Background: an optimization exercise with open tools, aiming at small area. Do not read the settings as production practice.
Where RTL was checked, it was by simulation tests only, not by an equivalence proof against the original.
Power is estimated from default activity; no workload was simulated.

## run A
Design clock_top_57, start of the top module:
module clock_top_57 (
    input           clk_50m_57,
    input   [7:0]   sw_57 ,
    input   [7:0]   key_57 ,
    output  [6:0]   seg_57,
    output  [7:0]   dig_57,
    output  [7:0]   led_57,
    output          bell_57
);
For scale: about 320 flip-flops, ~41 I/O pins, roughly 0.017 mm^2 of cells after synthesis.
clock: 20.0 ns
lec_check: 0
cap_margin: 20
core_margin: 2
core_utilization: 40
cts_buf_list: sky130_fd_sc_hd__clkbuf_8
cts_cluster_diameter: 150
cts_cluster_size: 16
slew_margin: 20
run.sh (not shown) runs the stock make flow with config.mk's settings and CLKGATE_MAP_FILE= SYNTH_SCRIPT=/design/flow/synth_recipe.tcl, a recipe that flattens the netlist after the stock synthesis.
Run A reached the final stage; the timing, DRC and antenna checks on its layout passed.
For run B, these inputs were changed with respect to run A:
- a deleted CTS_BUF_LIST that had been sky130_fd_sc_hd__clkbuf_8
- a deleted CTS_CLUSTER_DIAMETER that had been 150
- a deleted CTS_CLUSTER_SIZE that had been 16
## What came out
- Timing, DRC, antenna: 0 failures across run A and run B
- Delta (run B minus run A): count of vias placed by the detailed router higher, portion of total power attributed to combinational logic lower, synthesis-to-layout area growth higher.
- Changes observed in run B relative to run A: power density over cell area went up 15%; sequential fraction of total cell area went down 1.8 points.
No run of this note included a check of the RTL's function; only the layout flow was run.

========
== run 1 ==
clock_top_57, a different RTL version from the one above (not shown whole).
Size: about 330 flip-flops, roughly 41 I/O pins, ~0.013 mm² of cells after synthesis.
==> flow/config.mk <==
export PLATFORM = sky130hd
export DESIGN_NAME = clock_top_57
export DESIGN_NICKNAME = clock_top_57
export VERILOG_FILES = /design/flow/design.v
export SDC_FILE = /design/flow/constraint.sdc
export NUM_CORES = 4
export LEC_CHECK = 0
export CAP_MARGIN = 20
export CORE_MARGIN = 2
export CORE_UTILIZATION = 40
export SLEW_MARGIN = 20
==> flow/constraint.sdc <==
create_clock -name core_clock -period 20.0 [get_ports {clk_50m_57}]
set_input_delay 4.0000 -clock core_clock [delete_from_list [all_inputs] [get_ports {clk_50m_57}]]
set_output_delay 4.0000 -clock core_clock [all_outputs]
set_load 0.01 [all_outputs]
standard.sh (not shown) runs the stock make flow with config.mk's settings and CLKGATE_MAP_FILE= SYNTH_SCRIPT=/design/flow/synth_recipe.tcl, a recipe that flattens the netlist after the stock synthesis.
==> flow/flow/run.sh <==
#!/bin/bash
# Own layout flow: the standard ORFS flow (standard.sh) with three changes:
#  - synthesis maps all logic (no separate adder-cell mapping) with an area-oriented
#    ABC script (flow/abc_area.script: three rounds of &deepsyn AIG optimisation, then repeated
#    area mapping with map -a and mfs2 resubstitution).
#    Flip-flops are mapped before ABC runs, so the registers, their names and cell
#    types are exactly those of the standard synthesis;
#  - port buffers are the smallest buffer (buf_1) instead of clkdlybuf4s50_1;
#    every input and output port still gets its own buffer;
#  - clock tree synthesis options (flow/cts_args.txt): clkbuf_8 buffers, clusters of
#    at most 16 sinks within 100 um, no dummy loads.
# Each tool's full output goes to the ORFS step logs under orfs/logs/ and the whole
# make output to flow_make.log in the folder the flow runs in.
set -euo pipefail
F="$(cd "$(dirname "${BASH_SOURCE[0]}")" && pwd)"
W="$(pwd)"
{
    printf 'proc abc {args} {\n'
    printf '  set i [lsearch -exact $args -script]\n'
    printf '  if {$i >= 0} { lset args [expr {$i + 1}] {%s} }\n' "$F/abc_area.script"
    printf '  puts "own flow: abc with %s"\n' "$F/abc_area.script"
    printf '  yosys abc {*}$args\n'
    printf '}\n'
    cat "$W/synth_recipe.tcl"
} > "$W/own_synth.tcl"
CTS="$(tr '\n' ' ' < "$F/cts_args.txt")"
bash "$W/standard.sh" \
    SYNTH_SCRIPT="$W/own_synth.tcl" \
    ADDER_MAP_FILE= \
    BUFFER_PORTS_ARGS="-buffer_cell sky130_fd_sc_hd__buf_1" \
    CTS_ARGS="$CTS" \
    finish > "$W/flow_make.log" 2>&1
==> flow/flow/abc_area.script <==
strash
&get -n
&deepsyn -I 3 -T 150
&put
dch -f
map -a
mfs2 -a
strash
dch -f
map -a
mfs2 -a
strash
dch -f
map -a
mfs2 -a
strash
dch -f
map -a
mfs2 -a
strash
dch -f
map -a
topo
==> flow/flow/cts_args.txt <==
-sink_clustering_enable -repair_clock_nets -buf_list sky130_fd_sc_hd__clkbuf_8 -sink_clustering_size 16 -sink_clustering_max_diameter 100 -dont_use_dummy_load
Setup changes, run 1 to run 2
-- flow/flow/run.sh --
<<< run 1, line 2
# Own layout flow: the standard ORFS flow (standard.sh) with three changes:
#  - synthesis maps all logic (no separate adder-cell mapping) with an area-oriented
#    ABC script (flow/abc_area.script: three rounds of &deepsyn AIG optimisation, then repeated
#    area mapping with map -a and mfs2 resubstitution).
#    Flip-flops are mapped before ABC runs, so the registers, their names and cell
>>> run 2, line 2
# Own layout flow: the standard ORFS flow (standard.sh) with three changes:
#  - synthesis maps all logic (no separate adder-cell mapping) with an area-oriented
#    ABC script (flow/abc_area.script: &deepsyn AIG optimisation, then repeated
#    area mapping with map -a and mfs2 resubstitution).
#    Flip-flops are mapped before ABC runs, so the registers, their names and cell
<<< run 1, line 9
#    every input and output port still gets its own buffer;
#  - clock tree synthesis options (flow/cts_args.txt): clkbuf_8 buffers, clusters of
#    at most 16 sinks within 100 um, no dummy loads.
# Each tool's full output goes to the ORFS step logs under orfs/logs/ and the whole
# make output to flow_make.log in the folder the flow runs in.
>>> run 2, line 9
#    every input and output port still gets its own buffer;
#  - clock tree synthesis options (flow/cts_args.txt): clkbuf_8 buffers, clusters of
#    at most 14 sinks, no dummy loads.
# Each tool's full output goes to the ORFS step logs under orfs/logs/ and the whole
# make output to flow_make.log in the folder the flow runs in.
-- flow/flow/abc_area.script --
<<< run 1, line 1
strash
&get -n
&deepsyn -I 3 -T 150
&put
dch -f
>>> run 2, line 1
strash
&get -n
&deepsyn -T 60
&put
dch -f
==> flow/flow/cts_args.txt <==
-sink_clustering_enable -repair_clock_nets -buf_list sky130_fd_sc_hd__clkbuf_8 -sink_clustering_size 14 -sink_clustering_max_diameter 120 -dont_use_dummy_load
Results
- Per the comparison of run 2 with run 1, placer congestion estimate now larger, vias after detailed routing increased by 0.36% relative to the old numbers, final-layout worst hold slack comparable.
What run 3 does differently from run 2 at the input level:
-- flow/flow/run.sh --
<<< run 2, line 2
# Own layout flow: the standard ORFS flow (standard.sh) with three changes:
#  - synthesis maps all logic (no separate adder-cell mapping) with an area-oriented
#    ABC script (flow/abc_area.script: &deepsyn AIG optimisation, then repeated
#    area mapping with map -a and mfs2 resubstitution).
#    Flip-flops are mapped before ABC runs, so the registers, their names and cell
>>> run 3, line 2
# Own layout flow: the standard ORFS flow (standard.sh) with three changes:
#  - synthesis maps all logic (no separate adder-cell mapping) with an area-oriented
#    ABC script (flow/abc_area.script: three rounds of &deepsyn AIG optimisation, then repeated
#    area mapping with map -a and mfs2 resubstitution).
#    Flip-flops are mapped before ABC runs, so the registers, their names and cell
<<< run 2, line 9
#    every input and output port still gets its own buffer;
#  - clock tree synthesis options (flow/cts_args.txt): clkbuf_8 buffers, clusters of
#    at most 14 sinks, no dummy loads.
# Each tool's full output goes to the ORFS step logs under orfs/logs/ and the whole
# make output to flow_make.log in the folder the flow runs in.
>>> run 3, line 9
#    every input and output port still gets its own buffer;
#  - clock tree synthesis options (flow/cts_args.txt): clkbuf_8 buffers, clusters of
#    at most 16 sinks within 100 um, no dummy loads.
# Each tool's full output goes to the ORFS step logs under orfs/logs/ and the whole
# make output to flow_make.log in the folder the flow runs in.
-- flow/flow/abc_area.script --
<<< run 2, line 1
strash
&get -n
&deepsyn -T 60
&put
dch -f
>>> run 3, line 1
strash
&get -n
&deepsyn -I 3 -T 150
&put
dch -f
==> flow/flow/cts_args.txt <==
-sink_clustering_enable -repair_clock_nets -buf_list sky130_fd_sc_hd__clkbuf_8 -sink_clustering_size 18 -sink_clustering_max_diameter 90 -dont_use_dummy_load
Results
Switching power delta (run 3 − run 2): favourable. Compared with run 2, the router placed fewer vias in run 3. Run 3 against run 2; cell-internal power is down by a few percent. [diff] total power after layout, run 3 relative to run 2: improvement. Looking at worst slack after detailed placement, run 3 sits 280 ps below run 2. The die extent in y of run 3 is lower than that of run 2. The post-route worst hold slack of run 3 and that of run 2 are within noise of each other. Summary of run 3 over run 2: total routed wirelength has decreased, share of total power in the clock network roughly the same.
The following lists how run 4 was set up differently from run 3:
-- flow/flow/run.sh --
<<< run 3, line 2
# Own layout flow: the standard ORFS flow (standard.sh) with three changes:
#  - synthesis maps all logic (no separate adder-cell mapping) with an area-oriented
#    ABC script (flow/abc_area.script: three rounds of &deepsyn AIG optimisation, then repeated
#    area mapping with map -a and mfs2 resubstitution).
#    Flip-flops are mapped before ABC runs, so the registers, their names and cell
>>> run 4, line 2
# Own layout flow: the standard ORFS flow (standard.sh) with three changes:
#  - synthesis maps all logic (no separate adder-cell mapping) with an area-oriented
#    ABC script (flow/abc_area.script: &deepsyn AIG optimisation, then repeated
#    area mapping with map -a and mfs2 resubstitution).
#    Flip-flops are mapped before ABC runs, so the registers, their names and cell
<<< run 3, line 9
#    every input and output port still gets its own buffer;
#  - clock tree synthesis options (flow/cts_args.txt): clkbuf_8 buffers, clusters of
#    at most 16 sinks within 100 um, no dummy loads.
# Each tool's full output goes to the ORFS step logs under orfs/logs/ and the whole
# make output to flow_make.log in the folder the flow runs in.
>>> run 4, line 9
#    every input and output port still gets its own buffer;
#  - clock tree synthesis options (flow/cts_args.txt): clkbuf_8 buffers, clusters of
#    at most 14 sinks, no dummy loads.
# Each tool's full output goes to the ORFS step logs under orfs/logs/ and the whole
# make output to flow_make.log in the folder the flow runs in.
-- flow/flow/abc_area.script --
<<< run 3, line 1
strash
&get -n
&deepsyn -I 3 -T 150
&put
dch -f
>>> run 4, line 1
strash
&get -n
&deepsyn -T 60
&put
dch -f
==> flow/flow/cts_args.txt <==
-sink_clustering_enable -repair_clock_nets -buf_list sky130_fd_sc_hd__clkbuf_8 -sink_clustering_size 16 -sink_clustering_max_diameter 100 -dont_use_dummy_load
==> comparison <==
- Met3 wire length in run 4 vs run 3: down 15 µm
- Synthesized cell count, run 4 vs run 3: up slightly
- Per the comparison of run 4 with run 3, peak clock frequency supported by timing rose 1.3 MHz, layout clock buffer count rose 2, power rose 83 µW, utilization fell 0.58 points.
- Total placed cells including tap cells ended up about 0.9% higher on run 4 than on run 3.

## static timing again, ports no longer ideal
The results above use ideal ports. As a check the final layouts listed here were re-extracted and re-timed, cells and wires unchanged.
Step 1 assumes that a clkbuf_16 drives the clock port and a buf_2 every other input.
Step 2, shift: input delay + t, output delay - t, t = (earliest + latest rising clock arrival at the registers) / 2. This alone moves slack from input paths to output paths.
Slacks: ideal / step 1 / step 2; pairs: ideal / step 1.
run	t (ns)	slack for setup (ns)	latest minus earliest clock arrival (ns)	worst slew at a driven data input, ns	cell pins on the clock port's net
run A	0.662	7.328 / 7.304 / 7.304	0.043 / 0.044	0.04	1
run B	0.607	7.324 / 7.299 / 7.299	0.020 / 0.021	0.04	1
run 1	0.613	6.467 / 6.380 / 6.380	0.051 / 0.051	0.09	1
run 2	0.602	6.797 / 6.741 / 6.741	0.087 / 0.088	0.05	1
run 3	0.605	6.558 / 6.473 / 6.473	0.066 / 0.066	0.09	1
run 4	0.615	6.795 / 6.740 / 6.740	0.035 / 0.035	0.05	1
After both steps every run listed still meets setup and hold. The setup slack of run 1, which loses most, moves by -0.087 ns with the drivers and by -0.087 ns with both steps.
